This is an optimization exercise on Yosys and OpenROAD, whose aim is small area and a short achievable clock period, not a production implementation. At most, simulation tests tie the RTL to the original design; equivalence was not proved. No functional check of the RTL was part of run 1. No activity file was given, so power comes from the tool's default toggle rates.

## flow/design.v (module list and top-level ports; edited modules follow where they fit)
// module MAF_DP: 2360 lines
// module MAF_FA: 4 lines
// module MAF_BENCZ: 5 lines
// module MAF_HA: 4 lines
// module maf_top: 17 lines
module maf_top (
    input         clk,
    input  [1:0]  func,
    input  [31:0] A,
    input  [31:0] B,
    input  [31:0] C,
    output [63:0] result
);
  // ...
==> flow/flow/run.sh <==
#!/bin/bash
# The standard layout, with the port buffers made of buf_2 cells instead of
# the default choice (a delay buffer). Every port still gets its buffer.
set -euo pipefail
bash standard.sh BUFFER_PORTS_ARGS="-buffer_cell sky130_fd_sc_hd__buf_2" finish > standard_flow.log 2>&1
==> flow/standard.sh <==
#!/bin/bash
# synth_recipe.tcl (not shown) runs the flow's synth.tcl, then flattens the netlist and writes it again
# the make line also repeats each setting of config.mk as NAME=value (left out here)
make -C /OpenROAD-flow-scripts/flow DESIGN_CONFIG=/design/flow/config.mk WORK_HOME=/design/flow/orfs CLKGATE_MAP_FILE= SYNTH_SCRIPT=/design/flow/synth_recipe.tcl "${@:-finish}"
==> flow/config.mk <==
export PLATFORM = sky130hd
export DESIGN_NAME = maf_top
export DESIGN_NICKNAME = maf_top
export VERILOG_FILES = /design/flow/design.v
export SDC_FILE = /design/flow/constraint.sdc
export NUM_CORES = 4
export LEC_CHECK = 0
export CAP_MARGIN = 60
export CORE_MARGIN = 2
export CORE_UTILIZATION = 55
export CTS_BUF_LIST = sky130_fd_sc_hd__clkbuf_4 sky130_fd_sc_hd__clkbuf_8
export PLACE_DENSITY = 0.7
export SLEW_MARGIN = 60
export SYNTH_HIERARCHICAL = 1
==> flow/constraint.sdc <==
create_clock -name core_clock -period 60.0 [get_ports {clk}]
set_input_delay 12.0000 -clock core_clock [delete_from_list [all_inputs] [get_ports {clk}]]
set_output_delay 12.0000 -clock core_clock [all_outputs]
set_load 0.01 [all_outputs]
==> impl_metrics.tcl, run 1 <==
set metrics [dict create \
    tns_ns 0 \
    seq_power_share_pct 9.9 \
    hold_viol 0 \
    rows 79 \
    port-buffer-count 162 \
    tightest_slew_ns 0.6373 \
    drv_cap 0 \
    first_pass_iters 7 \
    nNetsFinal 3159 \
    comb.multi_input.count 2023 \
    hp-start "C[1]" \
    fillers 3909 \
    use_met3_pct 11.55 \
    crit_cells 14 \
    crit_family "adder cells" \
    placedCellCount 3042 \
    status "timing/DRC/antenna clean" \
    crit_slowest_cell "fa_1" \
    synth_compound_area_share_pct 17.30 \
    dp_hpwl_um 58880 \
    async_reset_ff_share_pct 0 \
    cts_buffers 9 \
    crit_chain "buf_2, nand2b_1, o22ai_4, buf_4, buf_4, a22oi_1, xnor2_1, fa_1, fa_1, fa_1, fa_1, fa_1, fa_1, fa_1" \
    nonClkBufAreaFrac_pct 5.488 \
    synth-main-ff-cell "dfxtp_1" \
    crit_type "in2reg" \
    place_congestion 0.9240 \
    sh_seq_area_pct 7.141 \
    htree_levels 3 \
    rsz0062_at_grt "no" \
    synth_top_area_share_pct 40.76 \
    synthMuxAreaShare_pct 0 \
    period_share_pct 27.37 \
]
==> run 2: changes to the inputs <==
--- a/flow/design.v
+++ b/flow/design.v
@@ -680,31 +680,31 @@
 MAF_FA fs89 (.a(pp4[4]), .b(pp5[2]), .c(pp6[0]), .s(s89), .co(c90));
 wire s91, c92;
 MAF_FA fs91 (.a(s85), .b(c74), .c(c76), .s(s91), .co(c92));
 wire s93, c94;
 MAF_FA fs93 (.a(s87), .b(s89), .c(c78), .s(s93), .co(c94));
 wire s95, c96;
 MAF_FA fs95 (.a(s91), .b(c80), .c(s93), .s(s95), .co(c96));
 wire s97, c98;
-MAF_HA hs97 (.a(c82), .b(s95), .s(s97), .co(c98));
+MAF_FA fs97 (.a(c82), .b(s95), .c(c84), .s(s97), .co(c98));
 wire s99, c100;
 MAF_FA fs99 (.a(cx[13]), .b(pp0[13]), .c(pp1[11]), .s(s99), .co(c100));
 wire s101, c102;
 MAF_FA fs101 (.a(pp2[9]), .b(pp3[7]), .c(pp4[5]), .s(s101), .co(c102));
 wire s103, c104;
 MAF_FA fs103 (.a(pp5[3]), .b(pp6[1]), .c(c86), .s(s103), .co(c104));
 wire s105, c106;
 MAF_FA fs105 (.a(c88), .b(c90), .c(s99), .s(s105), .co(c106));
 wire s107, c108;
 MAF_FA fs107 (.a(s101), .b(s103), .c(c92), .s(s107), .co(c108));
 wire s109, c110;
 MAF_FA fs109 (.a(s105), .b(c94), .c(s107), .s(s109), .co(c110));
 wire s111, c112;
-MAF_FA fs111 (.a(c96), .b(s109), .c(c98), .s(s111), .co(c112));
+MAF_HA hs111 (.a(c96), .b(s109), .s(s111), .co(c112));
 wire s113, c114;
 MAF_FA fs113 (.a(cx[14]), .b(neg7), .c(pp0[14]), .s(s113), .co(c114));
 wire s115, c116;
 MAF_FA fs115 (.a(pp1[12]), .b(pp2[10]), .c(pp3[8]), .s(s115), .co(c116));
 wire s117, c118;
 MAF_FA fs117 (.a(pp4[6]), .b(pp5[4]), .c(pp6[2]), .s(s117), .co(c118));
 wire s119, c120;
 MAF_FA fs119 (.a(pp7[0]), .b(s113), .c(c100), .s(s119), .co(c120));
@@ -726,17 +726,17 @@
 MAF_FA fs135 (.a(c114), .b(c116), .c(c118), .s(s135), .co(c136));
 wire s137, c138;
 MAF_FA fs137 (.a(s129), .b(s131), .c(s133), .s(s137), .co(c138));
 wire s139, c140;
 MAF_FA fs139 (.a(c120), .b(s135), .c(c122), .s(s139), .co(c140));
 wire s141, c142;
 MAF_FA fs141 (.a(s137), .b(c124), .c(s139), .s(s141), .co(c142));
 wire s143, c144;
-MAF_HA hs143 (.a(c126), .b(s141), .s(s143), .co(c144));
+MAF_FA fs143 (.a(c126), .b(s141), .c(c128), .s(s143), .co(c144));
 wire s145, c146;
 MAF_FA fs145 (.a(cx[16]), .b(neg8), .c(pp0[16]), .s(s145), .co(c146));
 wire s147, c148;
 MAF_FA fs147 (.a(pp1[14]), .b(pp2[12]), .c(pp3[10]), .s(s147), .co(c148));
 wire s149, c150;
 MAF_FA fs149 (.a(pp4[8]), .b(pp5[6]), .c(pp6[4]), .s(s149), .co(c150));
 wire s151, c152;
 MAF_FA fs151 (.a(pp7[2]), .b(pp8[0]), .c(s145), .s(s151), .co(c152));
@@ -762,17 +762,17 @@
 MAF_FA fs171 (.a(c150), .b(s163), .c(s165), .s(s171), .co(c172));
 wire s173, c174;
 MAF_FA fs173 (.a(s167), .b(c152), .c(s169), .s(s173), .co(c174));
 wire s175, c176;
 MAF_FA fs175 (.a(c154), .b(s171), .c(c156), .s(s175), .co(c176));
 wire s177, c178;
 MAF_FA fs177 (.a(s173), .b(c158), .c(s175), .s(s177), .co(c178));
 wire s179, c180;
-MAF_FA fs179 (.a(c160), .b(s177), .c(c162), .s(s179), .co(c180));
+MAF_HA hs179 (.a(c160), .b(s177), .s(s179), .co(c180));
 wire s181, c182;
 MAF_FA fs181 (.a(cx[18]), .b(neg9), .c(pp0[18]), .s(s181), .co(c182));
 wire s183, c184;
 MAF_FA fs183 (.a(pp1[16]), .b(pp2[14]), .c(pp3[12]), .s(s183), .co(c184));
 wire s185, c186;
 MAF_FA fs185 (.a(pp4[10]), .b(pp5[8]), .c(pp6[6]), .s(s185), .co(c186));
 wire s187, c188;
 MAF_FA fs187 (.a(pp7[4]), .b(pp8[2]), .c(pp9[0]), .s(s187), .co(c188));
@@ -782,17 +782,17 @@
 MAF_FA fs191 (.a(c168), .b(s183), .c(s185), .s(s191), .co(c192));
 wire s193, c194;
 MAF_FA fs193 (.a(s187), .b(c170), .c(s189), .s(s193), .co(c194));
 wire s195, c196;
 MAF_FA fs195 (.a(c172), .b(s191), .c(c174), .s(s195), .co(c196));
 wire s197, c198;
 MAF_FA fs197 (.a(s193), .b(c176), .c(s195), .s(s197), .co(c198));
 wire s199, c200;
-MAF_HA hs199 (.a(c178), .b(s197), .s(s199), .co(c200));
+MAF_FA fs199 (.a(c178), .b(s197), .c(c180), .s(s199), .co(c200));
 wire s201, c202;
 MAF_FA fs201 (.a(cx[19]), .b(pp0[19]), .c(pp1[17]), .s(s201), .co(c202));
 wire s203, c204;
 MAF_FA fs203 (.a(pp2[15]), .b(pp3[13]), .c(pp4[11]), .s(s203), .co(c204));
 wire s205, c206;
 MAF_FA fs205 (.a(pp5[9]), .b(pp6[7]), .c(pp7[5]), .s(s205), .co(c206));
 wire s207, c208;
 MAF_FA fs207 (.a(pp8[3]), .b(pp9[1]), .c(c182), .s(s207), .co(c208));
@@ -870,17 +870,17 @@
 MAF_FA fs279 (.a(s271), .b(s273), .c(c252), .s(s279), .co(c280));
 wire s281, c282;
 MAF_FA fs281 (.a(s275), .b(c254), .c(s277), .s(s281), .co(c282));
 wire s283, c284;
 MAF_FA fs283 (.a(c256), .b(s279), .c(c258), .s(s283), .co(c284));
 wire s285, c286;
 MAF_FA fs285 (.a(s281), .b(c260), .c(s283), .s(s285), .co(c286));
 wire s287, c288;
-MAF_HA hs287 (.a(c262), .b(s285), .s(s287), .co(c288));
+MAF_FA fs287 (.a(c262), .b(s285), .c(c264), .s(s287), .co(c288));
 wire s289, c290;
 MAF_FA fs289 (.a(cx[23]), .b(pp0[23]), .c(pp1[21]), .s(s289), .co(c290));
 wire s291, c292;
 MAF_FA fs291 (.a(pp2[19]), .b(pp3[17]), .c(pp4[15]), .s(s291), .co(c292));
 wire s293, c294;
 MAF_FA fs293 (.a(pp5[13]), .b(pp6[11]), .c(pp7[9]), .s(s293), .co(c294));
 wire s295, c296;
 MAF_FA fs295 (.a(pp8[7]), .b(pp9[5]), .c(pp10[3]), .s(s295), .co(c296));
@@ -894,17 +894,17 @@
 MAF_FA fs303 (.a(c274), .b(s297), .c(c276), .s(s303), .co(c304));
 wire s305, c306;
 MAF_FA fs305 (.a(s299), .b(c278), .c(s301), .s(s305), .co(c306));
 wire s307, c308;
 MAF_FA fs307 (.a(c280), .b(s303), .c(c282), .s(s307), .co(c308));
 wire s309, c310;
 MAF_FA fs309 (.a(s305), .b(c284), .c(s307), .s(s309), .co(c310));
 wire s311, c312;
-MAF_FA fs311 (.a(c286), .b(s309), .c(c288), .s(s311), .co(c312));
+MAF_HA hs311 (.a(c286), .b(s309), .s(s311), .co(c312));
 wire s313, c314;
 MAF_FA fs313 (.a(cx[24]), .b(neg12), .c(pp0[24]), .s(s313), .co(c314));
 wire s315, c316;
 MAF_FA fs315 (.a(pp1[22]), .b(pp2[20]), .c(pp3[18]), .s(s315), .co(c316));
 wire s317, c318;
 MAF_FA fs317 (.a(pp4[16]), .b(pp5[14]), .c(pp6[12]), .s(s317), .co(c318));
 wire s319, c320;
 MAF_FA fs319 (.a(pp7[10]), .b(pp8[8]), .c(pp9[6]), .s(s319), .co(c320));
@@ -920,17 +920,17 @@
 MAF_FA fs329 (.a(c298), .b(c300), .c(s323), .s(s329), .co(c330));
 wire s331, c332;
 MAF_FA fs331 (.a(s325), .b(c302), .c(s327), .s(s331), .co(c332));
 wire s333, c334;
 MAF_FA fs333 (.a(c304), .b(c306), .c(s329), .s(s333), .co(c334));
 wire s335, c336;
 MAF_FA fs335 (.a(s331), .b(c308), .c(s333), .s(s335), .co(c336));
 wire s337, c338;
-MAF_HA hs337 (.a(c310), .b(s335), .s(s337), .co(c338));
+MAF_FA fs337 (.a(c310), .b(s335), .c(c312), .s(s337), .co(c338));
 wire s339, c340;
 MAF_FA fs339 (.a(cx[25]), .b(pp0[25]), .c(pp1[23]), .s(s339), .co(c340));
 wire s341, c342;
 MAF_FA fs341 (.a(pp2[21]), .b(pp3[19]), .c(pp4[17]), .s(s341), .co(c342));
 wire s343, c344;
 MAF_FA fs343 (.a(pp5[15]), .b(pp6[13]), .c(pp7[11]), .s(s343), .co(c344));
 wire s345, c346;
 MAF_FA fs345 (.a(pp8[9]), .b(pp9[7]), .c(pp10[5]), .s(s345), .co(c346));
@@ -946,17 +946,17 @@
 MAF_FA fs355 (.a(c324), .b(c326), .c(s349), .s(s355), .co(c356));
 wire s357, c358;
 MAF_FA fs357 (.a(c328), .b(s351), .c(s353), .s(s357), .co(c358));
 wire s359, c360;
 MAF_FA fs359 (.a(c330), .b(c332), .c(s355), .s(s359), .co(c360));
 wire s361, c362;
 MAF_FA fs361 (.a(s357), .b(c334), .c(s359), .s(s361), .co(c362));
 wire s363, c364;
-MAF_FA fs363 (.a(c336), .b(s361), .c(c338), .s(s363), .co(c364));
+MAF_HA hs363 (.a(c336), .b(s361), .s(s363), .co(c364));
 wire s365, c366;
 MAF_FA fs365 (.a(cx[26]), .b(neg13), .c(pp0[26]), .s(s365), .co(c366));
 wire s367, c368;
 MAF_FA fs367 (.a(pp1[24]), .b(pp2[22]), .c(pp3[20]), .s(s367), .co(c368));
 wire s369, c370;
 MAF_FA fs369 (.a(pp4[18]), .b(pp5[16]), .c(pp6[14]), .s(s369), .co(c370));
 wire s371, c372;
 MAF_FA fs371 (.a(pp7[12]), .b(pp8[10]), .c(pp9[8]), .s(s371), .co(c372));
@@ -974,17 +974,17 @@
 MAF_FA fs383 (.a(s375), .b(s377), .c(c352), .s(s383), .co(c384));
 wire s385, c386;
 MAF_FA fs385 (.a(s379), .b(c354), .c(s381), .s(s385), .co(c386));
 wire s387, c388;
 MAF_FA fs387 (.a(c356), .b(s383), .c(c358), .s(s387), .co(c388));
 wire s389, c390;
 MAF_FA fs389 (.a(s385), .b(c360), .c(s387), .s(s389), .co(c390));
 wire s391, c392;
-MAF_HA hs391 (.a(c362), .b(s389), .s(s391), .co(c392));
+MAF_FA fs391 (.a(c362), .b(s389), .c(c364), .s(s391), .co(c392));
 wire s393, c394;
 MAF_FA fs393 (.a(cx[27]), .b(pp0[27]), .c(pp1[25]), .s(s393), .co(c394));
 wire s395, c396;
 MAF_FA fs395 (.a(pp2[23]), .b(pp3[21]), .c(pp4[19]), .s(s395), .co(c396));
 wire s397, c398;
 MAF_FA fs397 (.a(pp5[17]), .b(pp6[15]), .c(pp7[13]), .s(s397), .co(c398));
 wire s399, c400;
 MAF_FA fs399 (.a(pp8[11]), .b(pp9[9]), .c(pp10[7]), .s(s399), .co(c400));
@@ -1002,17 +1002,17 @@
 MAF_FA fs411 (.a(s403), .b(s405), .c(c380), .s(s411), .co(c412));
 wire s413, c414;
 MAF_FA fs413 (.a(s407), .b(c382), .c(s409), .s(s413), .co(c414));
 wire s415, c416;
 MAF_FA fs415 (.a(c384), .b(s411), .c(c386), .s(s415), .co(c416));
 wire s417, c418;
 MAF_FA fs417 (.a(s413), .b(c388), .c(s415), .s(s417), .co(c418));
 wire s419, c420;
-MAF_FA fs419 (.a(c390), .b(s417), .c(c392), .s(s419), .co(c420));
+MAF_HA hs419 (.a(c390), .b(s417), .s(s419), .co(c420));
 wire s421, c422;
 MAF_FA fs421 (.a(cx[28]), .b(neg14), .c(pp0[28]), .s(s421), .co(c422));
 wire s423, c424;
 MAF_FA fs423 (.a(pp1[26]), .b(pp2[24]), .c(pp3[22]), .s(s423), .co(c424));
 wire s425, c426;
 MAF_FA fs425 (.a(pp4[20]), .b(pp5[18]), .c(pp6[16]), .s(s425), .co(c426));
 wire s427, c428;
 MAF_FA fs427 (.a(pp7[14]), .b(pp8[12]), .c(pp9[10]), .s(s427), .co(c428));
@@ -1032,17 +1032,17 @@
 MAF_FA fs441 (.a(s433), .b(s435), .c(c408), .s(s441), .co(c442));
 wire s443, c444;
 MAF_FA fs443 (.a(s437), .b(c410), .c(c412), .s(s443), .co(c444));
 wire s445, c446;
 MAF_FA fs445 (.a(s439), .b(s441), .c(c414), .s(s445), .co(c446));
 wire s447, c448;
 MAF_FA fs447 (.a(s443), .b(c416), .c(s445), .s(s447), .co(c448));
 wire s449, c450;
-MAF_HA hs449 (.a(c418), .b(s447), .s(s449), .co(c450));
+MAF_FA fs449 (.a(c418), .b(s447), .c(c420), .s(s449), .co(c450));
 wire s451, c452;
 MAF_FA fs451 (.a(cx[29]), .b(pp0[29]), .c(pp1[27]), .s(s451), .co(c452));
 wire s453, c454;
 MAF_FA fs453 (.a(pp2[25]), .b(pp3[23]), .c(pp4[21]), .s(s453), .co(c454));
 wire s455, c456;
 MAF_FA fs455 (.a(pp5[19]), .b(pp6[17]), .c(pp7[15]), .s(s455), .co(c456));
 wire s457, c458;
 MAF_FA fs457 (.a(pp8[13]), .b(pp9[11]), .c(pp10[9]), .s(s457), .co(c458));
@@ -1190,17 +1190,17 @@
 MAF_FA fs599 (.a(c562), .b(c564), .c(s593), .s(s599), .co(c600));
 wire s601, c602;
 MAF_FA fs601 (.a(s595), .b(c566), .c(c568), .s(s601), .co(c602));
 wire s603, c604;
 MAF_FA fs603 (.a(s597), .b(s599), .c(c570), .s(s603), .co(c604));
 wire s605, c606;
 MAF_FA fs605 (.a(s601), .b(c572), .c(s603), .s(s605), .co(c606));
 wire s607, c608;
-MAF_HA hs607 (.a(c574), .b(s605), .s(s607), .co(c608));
+MAF_FA fs607 (.a(c574), .b(s605), .c(c576), .s(s607), .co(c608));
 wire s609 = ~(pp1[32] ^ pp2[30]);
 wire c610 = pp1[32] | pp2[30];
 wire s611, c612;
 MAF_FA fs611 (.a(pp3[28]), .b(pp4[26]), .c(pp5[24]), .s(s611), .co(c612));
 wire s613, c614;
 MAF_FA fs613 (.a(pp6[22]), .b(pp7[20]), .c(pp8[18]), .s(s613), .co(c614));
 wire s615, c616;
 MAF_FA fs615 (.a(pp9[16]), .b(pp10[14]), .c(pp11[12]), .s(s615), .co(c616));
@@ -1438,17 +1438,17 @@
 MAF_FA fs847 (.a(c818), .b(s841), .c(c820), .s(s847), .co(c848));
 wire s849, c850;
 MAF_FA fs849 (.a(s843), .b(c822), .c(s845), .s(s849), .co(c850));
 wire s851, c852;
 MAF_FA fs851 (.a(c824), .b(s847), .c(c826), .s(s851), .co(c852));
 wire s853, c854;
 MAF_FA fs853 (.a(s849), .b(c828), .c(s851), .s(s853), .co(c854));
 wire s855, c856;
-MAF_HA hs855 (.a(c830), .b(s853), .s(s855), .co(c856));
+MAF_FA fs855 (.a(c830), .b(s853), .c(c832), .s(s855), .co(c856));
 wire s857, c858;
 MAF_FA fs857 (.a(~neg5), .b(pp6[31]), .c(pp7[29]), .s(s857), .co(c858));
 wire s859, c860;
 MAF_FA fs859 (.a(pp8[27]), .b(pp9[25]), .c(pp10[23]), .s(s859), .co(c860));
 wire s861, c862;
 MAF_FA fs861 (.a(pp11[21]), .b(pp12[19]), .c(pp13[17]), .s(s861), .co(c862));
 wire s863, c864;
 MAF_FA fs863 (.a(pp14[15]), .b(pp15[13]), .c((M[11] & A[31])), .s(s863), .co(c864));
@@ -1715,50 +1715,47 @@
 reg rx6;
 reg rx7;
 reg rx8;
 reg ry8;
 reg rx9;
 reg rx10;
 reg rx11;
 reg rx12;
-reg ry12;
 reg rx13;
+reg ry13;
 reg rx14;
 reg rx15;
-reg ry15;
 reg rx16;
 reg rx17;
+reg ry17;
 reg rx18;
-reg ry18;
 reg rx19;
 reg rx20;
 reg ry20;
 reg rx21;
 reg rx22;
-reg ry22;
 reg rx23;
+reg ry23;
 reg rx24;
-reg ry24;
 reg rx25;
+reg ry25;
 reg rx26;
-reg ry26;
 reg rx27;
+reg ry27;
 reg rx28;
-reg ry28;
 reg rx29;
 reg ry29;
 reg rx30;
 reg ry30;
 reg rx31;
 reg ry31;
 reg rx32;
 reg ry32;
 reg rx33;
-reg ry33;
 reg rx34;
 reg ry34;
 reg rx35;
 reg ry35;
 reg rx36;
 reg ry36;
 reg rx37;
 reg ry37;
@@ -1766,17 +1763,16 @@
 reg ry38;
 reg rx39;
 reg ry39;
 reg rx40;
 reg ry40;
 reg rx41;
 reg ry41;
 reg rx42;
-reg ry42;
 reg rx43;
 reg ry43;
 reg rx44;
 reg rx45;
 reg ry45;
 reg rx46;
 reg rx47;
 reg ry47;
@@ -1814,70 +1810,66 @@
     rx6 <= s31;
     rx7 <= s39;
     rx8 <= s49;
     ry8 <= c40;
     rx9 <= s59;
     rx10 <= s71;
     rx11 <= s83;
     rx12 <= s97;
-    ry12 <= c84;
     rx13 <= s111;
+    ry13 <= c98;
     rx14 <= s127;
     rx15 <= s143;
-    ry15 <= c128;
     rx16 <= s161;
     rx17 <= s179;
+    ry17 <= c162;
     rx18 <= s199;
-    ry18 <= c180;
     rx19 <= s219;
     rx20 <= s241;
     ry20 <= c220;
     rx21 <= s263;
     rx22 <= s287;
-    ry22 <= c264;
     rx23 <= s311;
+    ry23 <= c288;
     rx24 <= s337;
-    ry24 <= c312;
     rx25 <= s363;
+    ry25 <= c338;
     rx26 <= s391;
-    ry26 <= c364;
     rx27 <= s419;
+    ry27 <= c392;
     rx28 <= s449;
-    ry28 <= c420;
-    rx29 <= c450;
-    ry29 <= s479;
+    rx29 <= s479;
+    ry29 <= c450;
     rx30 <= c480;
     ry30 <= s511;
     rx31 <= c512;
     ry31 <= s543;
     rx32 <= s575;
     ry32 <= c544;
-    rx33 <= c576;
-    ry33 <= s607;
-    rx34 <= c608;
-    ry34 <= s639;
+    rx33 <= s607;
+    rx34 <= s639;
+    ry34 <= c608;
     rx35 <= c640;
     ry35 <= s669;
     rx36 <= s699;
     ry36 <= c670;
     rx37 <= c700;
     ry37 <= s727;
     rx38 <= s755;
     ry38 <= c728;
     rx39 <= c756;
     ry39 <= s781;
     rx40 <= s807;
     ry40 <= c782;
     rx41 <= c808;
     ry41 <= s831;
     rx42 <= s855;
-    ry42 <= c832;
-    rx43 <= c856;
-    ry43 <= s877;
+    rx43 <= s877;
+    ry43 <= c856;
     rx44 <= s899;
     rx45 <= s919;
     ry45 <= c900;
     rx46 <= s939;
     rx47 <= s957;
     ry47 <= c940;
     rx48 <= s975;
     rx49 <= s991;
@@ -1900,17 +1892,17 @@
     rx60 <= s1107;
     rx61 <= s1111;
     ry61 <= c1108;
     rx62 <= s1115;
     rx63 <= s1117;
     ry63 <= c1116;
 end
 wire [63:0] X = {rx63, rx62, rx61, rx60, rx59, rx58, rx57, rx56, rx55, rx54, rx53, rx52, rx51, rx50, rx49, rx48, rx47, rx46, rx45, rx44, rx43, rx42, rx41, rx40, rx39, rx38, rx37, rx36, rx35, rx34, rx33, rx32, rx31, rx30, rx29, rx28, rx27, rx26, rx25, rx24, rx23, rx22, rx21, rx20, rx19, rx18, rx17, rx16, rx15, rx14, rx13, rx12, rx11, rx10, rx9, rx8, rx7, rx6, rx5, rx4, rx3, rx2, rx1, rx0};
-wire [63:0] Y = {ry63, 1'b0, ry61, 1'b0, ry59, 1'b0, ry57, 1'b0, ry55, 1'b0, ry53, 1'b0, ry51, 1'b0, ry49, 1'b0, ry47, 1'b0, ry45, 1'b0, ry43, ry42, ry41, ry40, ry39, ry38, ry37, ry36, ry35, ry34, ry33, ry32, ry31, ry30, ry29, ry28, 1'b0, ry26, 1'b0, ry24, 1'b0, ry22, 1'b0, ry20, 1'b0, ry18, 1'b0, 1'b0, ry15, 1'b0, 1'b0, ry12, 1'b0, 1'b0, 1'b0, ry8, 1'b0, 1'b0, 1'b0, 1'b0, 1'b0, 1'b0, 1'b0, 1'b0};
+wire [63:0] Y = {ry63, 1'b0, ry61, 1'b0, ry59, 1'b0, ry57, 1'b0, ry55, 1'b0, ry53, 1'b0, ry51, 1'b0, ry49, 1'b0, ry47, 1'b0, ry45, 1'b0, ry43, 1'b0, ry41, ry40, ry39, ry38, ry37, ry36, ry35, ry34, 1'b0, ry32, ry31, ry30, ry29, 1'b0, ry27, 1'b0, ry25, 1'b0, ry23, 1'b0, 1'b0, ry20, 1'b0, 1'b0, ry17, 1'b0, 1'b0, 1'b0, ry13, 1'b0, 1'b0, 1'b0, 1'b0, ry8, 1'b0, 1'b0, 1'b0, 1'b0, 1'b0, 1'b0, 1'b0, 1'b0};
 wire ci = 1'b0;
 wire [63:0] g0 = X & Y, p0 = X ^ Y;
 wire ag1 = g0[0] | (p0[0] & ci);
 wire ap2 = p0[0] & 1'b0;
 wire ag3 = g0[2] | (p0[2] & g0[1]);
 wire ap4 = p0[2] & p0[1];
 wire ag5 = g0[4] | (p0[4] & g0[3]);
 wire ap6 = p0[4] & p0[3];
==> flow/flow/run.sh (replaced) <==
#!/bin/bash
# The standard layout, with the port buffers made of buf_1 cells instead of
# the default choice (a delay buffer). Every port still gets its buffer.
set -euo pipefail
bash standard.sh BUFFER_PORTS_ARGS="-buffer_cell sky130_fd_sc_hd__buf_1" finish > standard_flow.log 2>&1
==> impl_metrics.tcl, run 2 <==
set metrics [dict create \
    cts_tree "yes" \
    cpPeakStageDelay_ns 0.51 \
    worstPathArrival_ns 16.98 \
    synth_common_cells "558 x xnor2_1, 530 x fa_1, 496 x a22oi_1, 297 x clkbuf_1, 94 x dfxtp_1" \
    slew_headroom_pct 59.02 \
    critPathMaxFanout 17 \
    switchingPower_uw 846.0 \
    crit_slowest_cell "fa_1" \
    ys_warn_count 7 \
    drt-vias-per-instance 6.842 \
    crit_end "DP.rx22$_DFF_P_" \
    crit_type "in2reg" \
    grt_max_degree 36 \
    grt_pass1_vias 22980 \
    die_y_um 219.5 \
    clkPwrFrac_pct 3.3 \
    status "timing/DRC/antenna clean" \
    design_area_um2 26920 \
    synth-seq-area-share_pct 7.370 \
    hold_class "in2reg" \
    synth-main-ff-cell "dfxtp_1" \
    leakage_uw 0.009516 \
    crit_cells 14 \
    clockBufferDepth 2 \
    post_cts_resized 0 \
    vias 20620 \
    final_common_cell "xnor2_1" \
    post_synth.cell_area_avg_um2 10.40 \
    cts_setup_buffers 0 \
    fin_crit_ns 16.60 \
    drive_gt1_share_pct 7.664 \
    rsz0062_at_grt "no" \
    hold_viol 0 \
    crit_chain "buf_1, nand2b_1, o22ai_4, buf_4, a22oi_1, xnor2_1, fa_1, fa_1, fa_1, fa_1, fa_1, ha_1, fa_1, fa_1" \
    yosysUniqueCellTypes 44 \
    placeableCoreArea_um2 45580 \
    n_antenna_cell 0 \
    first_iter_violations 2585 \
    synth_top_area_share_pct 41.56 \
    cp_num_buf_inv 2 \
    overflow 0 \
    setup_viol 0 \
    fmax_mhz 60.23 \
    dp_hpwl_um 55940 \
    grt_first_pass_wirelength_um 133900 \
    clock_sinks 94 \
    nNetsFinal 3116 \
    setup_ws_ns 43.40 \
    slew_viol_final 0 \
    cts_root_buffer "clkbuf_8" \
    place_congestion 0.9428 \
    swShare_pct 50.73 \
    period_share_pct 27.67 \
    synthMostInstantiatedCell "xnor2_1" \
    io_pins 163 \
    layout_common_cells "558 x xnor2_1, 530 x fa_1, 496 x a22oi_1" \
    crit_top_cell "fa_1" \
    cp.required_ns 60.38 \
    htree_levels 3 \
    die_area_um2 48160 \
    dpl_cell_area_um2 26680 \
    synthesis.area_um2 25530 \
    antenna_found_initial 2 \
    crit_family "adder cells" \
    die_width_um 219.5 \
    synth_top_cell_by_area "fa_1" \
    syn_to_final_growth_pct 5.435 \
    synthTopCellsByArea "fa_1 42%, xnor2_1 19%, a22oi_1 15%" \
    ir_worst_vdd_mv 0.05470 \
    cts_hold_buf 0 \
    end_kind "flop" \
    drv_cap 0 \
    routed_wl_um 86620 \
    tns_ns 0 \
    tightest_slew_ns 0.6106 \
    track_usage_pct 37.35 \
    internal_power_uw 821.7 \
    clk_pin_slew_worst_paths_ns 0.12 \
    seq_power_share_pct 9.7 \
    dp_slack_ns 42.93 \
    port-buffer-count 162 \
    first_pass_iters 10 \
    antenna_left 0 \
    yosys_register_bits 94 \
    worstSetupStartpoint "A[15]" \
    rows 78 \
    post-route-drc-count 0 \
    avgRoutedWirePerCell_um 28.74 \
    cts_buffers 9 \
    cp-start-kind "input port" \
    comb_power_share_pct 87.0 \
    floorplan.initialDensity_pct 56.02 \
    syn_inst 2454 \
    synth_edf_count 0 \
    async_reset_ff_share_pct 0 \
    power_density_nw_per_um2 61.95 \
]
==> run 2: Yosys stat by module, one instance, submodules excluded, excerpt <==
module,area [um^2],cells inside
MAF_BENCZ,41.29,5
MAF_DP,14120,1832
MAF_FA,20.02,1
MAF_HA,12.51,1
==> run 2: how the worst min path moves through the flow <==
stage,startpoint,endpoint,slack [ns],cells after the start
2_1_floorplan,C[0],DP.rx0$_DFF_P_,12.36,2
3_3_place_gp,DP.rx1$_DFF_P_,result[1],12.39,1
3_5_place_dp,DP.rx1$_DFF_P_,result[1],12.39,1
4_1_cts,C[0],DP.rx0$_DFF_P_,11.93,3
5_1_grt,C[0],DP.rx0$_DFF_P_,12.00,3
6_report,C[0],DP.rx0$_DFF_P_,11.95,3
==> run 2: kinds of logic after synthesis <==
logic type | Yosys count | synth area share (%)
adder cells (fa/ha/maj) | 608 | 45.38
AO/OA/AOI/OAI | 562 | 16.82
flip-flops | 94 | 7.370
AND/OR/NAND/NOR | 252 | 5.293
buffers and inverters | 364 | 5.469
other | 1 | 0.01469
XOR/XNOR | 573 | 19.66
==> run 2: cell type report <==
cell class / count / area [um^2]
Multi-Input combinational cell: 1998 / 22520
Clock inverter: 6 / 93.84
Clock buffer: 10 / 131.4
Inverter: 59 / 221.5
Sequential cell: 94 / 1882
Tap cell: 600 / 750.7
Timing Repair Buffer: 247 / 1316
Fill cell: 3776 / 18660
==> run 2: per-stage QoR <==
step | std cells | hold WS (ns) | util [%] | total power (uW)
2_1_floorplan | 2456 | 12.36 | - | 1167
3_3_place_gp | 2995 | 12.39 | 58.30 | 1568
3_5_place_dp | 2997 | 12.39 | 58.54 | 1623
4_1_cts | 3013 | 11.93 | 59.04 | 1695
5_1_grt | 3014 | 12.00 | 59.07 | 1898
6_report | 3014 | 11.95 | 59.07 | 1668
==> run 2: power by group through the flow <==
stage | registers (uW) | clock network [uW] | logic, uW
after global routing | 165 | 58.3 | 1670
final | 161 | 55.2 | 1450
after detailed placement | 163 | 0 | 1460
after global placement | 162 | 0 | 1410
after floorplan | 155 | 0 | 1010
after CTS | 162 | 56.5 | 1480
==> run 2: layer usage <==
| metal | wire (um) | up-vias | GRT usage [%] |
|---|---|---|---|
| li1 | - | 8128 | - |
| met1 | 29880 | 10330 | 45.72 |
| met2 | 39610 | 1711 | 58.22 |
| met3 | 11210 | 452 | 11.06 |
| met4 | 5903 | 2 | 23.02 |
| met5 | 12 | - | 0 |
==> run 2: worst min-delay path: stages <==
cell and delay (ns):
buf_1 0.07, nor2b_1 0.18, fa_1 0.18
==> run 3: changes to the inputs <==
==> flow/flow/run.sh (replaced) <==
#!/bin/bash
# The standard layout, with the port buffers made of buf_2 cells instead of
# the default choice (a delay buffer). Every port still gets its buffer.
set -euo pipefail
bash standard.sh BUFFER_PORTS_ARGS="-buffer_cell sky130_fd_sc_hd__buf_2" finish > standard_flow.log 2>&1
==> impl_metrics.tcl, run 3 <==
set metrics [dict create \
    status "timing/DRC/antenna clean" \
    first_pass_iters 9 \
    crit_type "in2reg" \
    nNetsFinal 3112 \
    fmax_mhz 61.25 \
    final_common_cell "xnor2_1" \
    overflow 0 \
    ys_warn_count 7 \
    synth_top_cell_by_area "fa_1" \
    post_cts_resized 0 \
    place_congestion 0.9477 \
    syn_to_final_growth_pct 6.072 \
    yosys_register_bits 94 \
    clock_sinks 94 \
    rows 78 \
    grt_first_pass_wirelength_um 131500 \
    hold_depth 3 \
    fin_hold_ws_ns 11.96 \
    die_area_um2 48160 \
    layout_common_cells "558 x xnor2_1, 530 x fa_1, 496 x a22oi_1" \
    leakage_uw 0.009934 \
    cts_buffers 9 \
    synthMostInstantiatedCell "xnor2_1" \
    end_kind "flop" \
    io_pins 163 \
    vias 20570 \
    tns_ns 0 \
    internal_power_uw 838.3 \
    clkPwrFrac_pct 3.2 \
    routed_wl_um 85210 \
    synth_edf_count 0 \
    cp-start-kind "input port" \
    synth_top_area_share_pct 41.56 \
    placeableCoreArea_um2 45580 \
    seq_power_share_pct 9.6 \
    synth-seq-area-share_pct 7.370 \
    dp_hpwl_um 55760 \
    antenna_found_initial 1 \
    comb_power_share_pct 87.2 \
    tightest_slew_ns 0.5700 \
    avgRoutedWirePerCell_um 28.30 \
    syn_inst 2454 \
    track_usage_pct 36.64 \
    clk_pin_slew_worst_paths_ns 0.12 \
    yosysUniqueCellTypes 44 \
    swShare_pct 50.30 \
    cts_setup_buffers 0 \
    critPathMaxFanout 32 \
    htree_levels 3 \
    grt_pass1_vias 22580 \
    post_synth.cell_area_avg_um2 10.40 \
    hold_class "in2reg" \
    slew_viol_final 0 \
    fin_crit_ns 16.33 \
    clockBufferDepth 2 \
    port-buffer-count 162 \
    cts_tree "yes" \
    power_density_nw_per_um2 62.28 \
    floorplan.initialDensity_pct 56.02 \
    cp.required_ns 60.39 \
    antenna_left 0 \
    fillers 3764 \
    drive_gt1_share_pct 14.11 \
    first_iter_violations 2574 \
    slew_headroom_pct 62.00 \
    die_y_um 219.5 \
    cts_hold_buf 0 \
    synthesis.area_um2 25530 \
    synth_common_cells "558 x xnor2_1, 530 x fa_1, 496 x a22oi_1, 297 x clkbuf_1, 94 x dfxtp_1" \
    rsz0062_at_grt "no" \
    drv_cap 0 \
    period_share_pct 27.21 \
    finish.utilization_pct 59.42 \
    ir_worst_vdd_mv 0.04495 \
    synthTopCellsByArea "fa_1 42%, xnor2_1 19%, a22oi_1 15%" \
    switchingPower_uw 848.4 \
    synth-main-ff-cell "dfxtp_1" \
    grt_max_degree 36 \
    async_reset_ff_share_pct 0 \
    setup_viol 0 \
    post-route-drc-count 0 \
    cts_root_buffer "clkbuf_8" \
    worstPathArrival_ns 16.72 \
    drt-vias-per-instance 6.832 \
    die_width_um 219.5 \
    hold_viol 0 \
]
-- run 3: worst paths after layout --
check         endpoint  slack [ns]  start
max    DP.rx22$_DFF_P_       43.67  A[13]
min     DP.rx0$_DFF_P_       11.96   C[0]
-- run 3: per-layer routing --
layer | share of wire [%] | up-vias | GRT usage (%) | wire length (um)
li1 | - | 8115 | - | -
met1 | 34 | 10200 | 44.84 | 29150
met2 | 46 | 1784 | 57.14 | 39030
met3 | 13 | 472 | 10.56 | 10890
met4 | 7.2 | 0 | 23.00 | 6147
met5 | 0 | - | 0 | 0
-- run 3: critical path, cell delays in order --
cell and delay [ns]:
buf_2 0.30, nand2_1 0.15, o22ai_4 0.13, buf_4 0.41, a22oi_1 0.20, xnor2_1 0.19
fa_1 0.46, fa_1 0.48, fa_1 0.40, fa_1 0.51, fa_1 0.42, ha_1 0.21
fa_1 0.38, fa_1 0.43
-- run 3: cells by family (layout without fill, tap and decap cells) --
| family | count (synthesis) | in the layout | share of synthesized area, % |
|---|---|---|---|
| AO/OA/AOI/OAI | 562 | 562 | 16.82 |
| other | 1 | 4 | 0.01469 |
| adder cells (fa/ha/maj) | 608 | 608 | 45.38 |
| flip-flops | 94 | 94 | 7.370 |
| buffers and inverters | 364 | 318 | 5.469 |
| XOR/XNOR | 573 | 573 | 19.66 |
| AND/OR/NAND/NOR | 252 | 252 | 5.293 |
-- run 3: area by class of cell --
| class | count | area [um^2] | share of cell area [%] |
|---|---|---|---|
| Multi-Input combinational cell | 1998 | 22520 | 83.14 |
| Sequential cell | 94 | 1882 | 6.948 |
| Timing Repair Buffer | 243 | 1485 | 5.484 |
| Tap cell | 600 | 750.7 | 2.772 |
| Inverter | 59 | 221.5 | 0.8177 |
| Clock buffer | 10 | 131.4 | 0.4851 |
| Clock inverter | 6 | 92.59 | 0.3419 |
| Antenna cell | 1 | 2.502 | 0.009240 |
-- run 3: power groups by stage --
stage	combinational [uW]	sequential, uW	clock, uW
floorplan	1010	155	0
global placement	1430	163	0
detailed placement	1490	163	0
CTS	1500	162	55.3
global route	1700	165	57.6
finish	1470	162	54.1
-- run 3: Yosys stat by module, one instance, submodules excluded, a selection --
module     copies in the design  flip-flops and latches  cell area (um^2)
MAF_BENCZ                    16                       0             41.29
MAF_DP                        1                      94             14120
MAF_FA                      529                       0             20.02
MAF_HA                       13                       0             12.51
-- run 3: through the flow --
stage                     instance area (um^2)  power [uW]  setup WS (ns)  cells
after floorplan                          25540        1167          43.45   2456
after global placement                   26760        1594          42.94   2993
after detailed placement                 26850        1651          43.14   2994
after CTS                                27080        1719          43.67   3010
after global routing                     27080        1918          43.55   3011
final                                    27080        1687          43.67   3011

[re-timing with driven ports]
The results above use ideal ports. As a check the final layouts listed here were re-extracted and re-timed, cells and wires unchanged. Step 1: set_driving_cell puts a clkbuf_16 on clk and a buf_2 on each other input, an assumption about the parent block. Step 2 adds t to the input delays and takes it off the output delays; t is the mean of the earliest and latest rising clock arrival at the registers after step 1. Input paths then give back, and output paths get back, about the clock's delay inside the block. Three values: ideal, step 1, step 2; two values: the first two.
| run | t (ns) | setup slack, ns | hold slack, ns | clock arrival spread, ns |
|---|---|---|---|---|
| run 1 | 0.546 | 43.576 / 43.529 / 42.983 | 12.032 / 12.002 / 12.452 | 0.017 / 0.016 |
| run 2 | 0.545 | 43.397 / 43.425 / 42.880 | 11.952 / 11.919 / 12.436 | 0.024 / 0.024 |
| run 3 | 0.544 | 43.674 / 43.708 / 43.164 | 11.965 / 11.934 / 12.435 | 0.029 / 0.028 |
After both steps setup and hold are still met in every run listed. The setup slack of run 1, which loses most, moves by -0.047 ns with the drivers and by -0.593 ns with both steps.
